Source: an optimization exercise on an open RTL-to-GDS flow (aim: small area, a short achievable clock period and few clock cycles). Production flows keep margins and buffers that such runs may drop. Function was checked by simulation only, so behaviour that the tests miss may differ from the original.

Design gemm_accelerator_top_nxnxn, start of the top module:
module gemm_accelerator_top_nxnxn #(
  parameter int unsigned InDataWidth      = 8,
  parameter int unsigned OutDataWidth     = 32,
  parameter int unsigned AddrWidth        = 16,
  parameter int unsigned SizeAddrWidth    = 8,
  parameter int unsigned NumKernels       = 2,
  parameter int unsigned NumParallelLanes = 4
) (
  input  logic                            clk_i,
  input  logic                            rst_ni,
  input  logic                            start_i,
  output logic                            done_o,
  input  logic        [SizeAddrWidth-1:0] M_size_i,
  input  logic        [SizeAddrWidth-1:0] K_size_i,
  input  logic        [SizeAddrWidth-1:0] N_size_i,
  output logic        [    AddrWidth-1:0] sram_a_addr_o,
  output logic        [    AddrWidth-1:0] sram_b_addr_o,
  output logic        [    AddrWidth-1:0] sram_c_addr_o,
  input  logic signed [InDataWidth*NumParallelLanes-1:0]              sram_a_rdata_i,
  input  logic signed [InDataWidth*NumKernels*NumParallelLanes-1:0]   sram_b_rdata_i,
  output logic signed [OutDataWidth*NumKernels*NumParallelLanes-1:0]  sram_c_wdata_o,
  output logic                            sram_c_we_o
);
export LEC_CHECK = 0
export CAP_MARGIN = 20
export CORE_MARGIN = 2
export CORE_UTILIZATION = 55
export CTS_CLUSTER_DIAMETER = 100
export CTS_CLUSTER_SIZE = 20
export PLACE_DENSITY = 0.65
export SLEW_MARGIN = 20
create_clock -name core_clock -period 10.0 [get_ports {clk_i}]
standard.sh (not shown) runs the stock make flow with config.mk's settings and CLKGATE_MAP_FILE= SYNTH_SCRIPT=/design/flow/synth_recipe.tcl, a recipe that flattens the netlist after the stock synthesis.
==> flow/flow/run.sh <==
#!/bin/bash
# The standard layout (the standard.sh, unchanged synthesis and steps),
# with repair_timing asked for more setup slack than the clock needs, so that
# it also buffers and sizes paths that already meet the 10 ns clock.
set -euo pipefail
bash standard.sh SETUP_SLACK_MARGIN=6.5 finish > run_standard.log 2>&1
Testbench counts at the start, summed over its fixed seeds: cycles 201,873.
Then changed:
Settings changed: CTS_CLUSTER_DIAMETER 100 to not set, CTS_CLUSTER_SIZE 20 to not set.
Result:
- synthesized cell count stays the same
- final cell count is higher by 1.5%
- die area is unchanged
- cell area is higher by about 3%
- count of clock-buffer cells in the layout is higher by 142
- hold slack stays flat
Then changed:
==> flow/flow/run.sh (replaced) <==
#!/bin/bash
# The standard layout (the standard.sh, unchanged synthesis and steps),
# with repair_timing asked for more setup slack than the clock needs, so that
# it also buffers and sizes paths that already meet the 10 ns clock, and with
# small port buffers (repair_timing upsizes those on critical paths).
set -euo pipefail
bash standard.sh SETUP_SLACK_MARGIN=6.5 'BUFFER_PORTS_ARGS=-buffer_cell sky130_fd_sc_hd__buf_2' finish > run_standard.log 2>&1
Settings changed: CTS_BUF_LIST set to sky130_fd_sc_hd__clkbuf_4 sky130_fd_sc_hd__clkbuf_8.
The new run passed the timing, DRC and antenna checks.
Sequential cell count stays the same.
Via count rose by 1.8%.
Fmax shrinks by 4.0%.
Die area stays the same.
Critical path depth shrinks by 2.
Then changed:
==> flow/flow/run.sh (replaced) <==
#!/bin/bash
# The standard layout (the standard.sh, unchanged synthesis and steps),
# with repair_timing asked for more setup slack than the clock needs, so that
# it also buffers and sizes paths that already meet the 10 ns clock.
set -euo pipefail
bash standard.sh SETUP_SLACK_MARGIN=6.5 finish > run_standard.log 2>&1
Settings changed: CAP_MARGIN 20 to 50, CORE_UTILIZATION 55 to 60, CTS_BUF_LIST sky130_fd_sc_hd__clkbuf_4 sky130_fd_sc_hd__clkbuf_8 to not set, PLACE_DENSITY 0.65 to 0.7, SLEW_MARGIN 20 to 70.
Result: The new run went through all stages and came out clean; clock-buffer cell count went down by 207; cell count went down by about 1.7%; design area went up by about 4.3%; sequential share of layout area went down by 1.0 points; wire length went up by 1.7%; worst hold slack improves by 17 ps; core utilization went up by 8.8 points.

-- port drivers added, routing unchanged --
In the flow no input, the clock included, has a driving cell. The finished layouts below were timed again as built, in two steps. Step 1 sets driving cells, clkbuf_16 on the clock port and buf_2 on the other inputs (assumed; they add their load-dependent delay and slew). Step 2 times the ports against the registers' clock, not the clock port: input delays grow and output delays shrink by t, the midpoint of the rising clock arrivals with the driver on. a / b / c = ideal ports / drivers / drivers and shift; a / b = the first two.
run | t (ns) | setup WS [ns] | hold slack, ns | worst register clock-pin slew, ns | worst data-port slew with drivers (ns)
the first run | 0.878 | 6.465 / 6.452 / 6.233 | 0.398 / 0.398 / 0.398 | 0.10 / 0.10 | 0.06
the second run | 0.951 | 6.429 / 6.335 / 6.235 | 0.400 / 0.400 / 0.400 | 0.07 / 0.07 | 0.06
the third run | 1.163 | 6.282 / 6.188 / 6.269 | 0.380 / 0.380 / 0.380 | 0.07 / 0.07 | 0.15
the fourth run | 0.952 | 6.331 / 6.331 / 6.331 | 0.398 / 0.398 / 0.398 | 0.07 / 0.07 | 0.09
After both steps setup and hold are still met in every run listed. The setup slack of the first run, which loses most, moves by -0.013 ns with the drivers and by -0.232 ns with both steps.
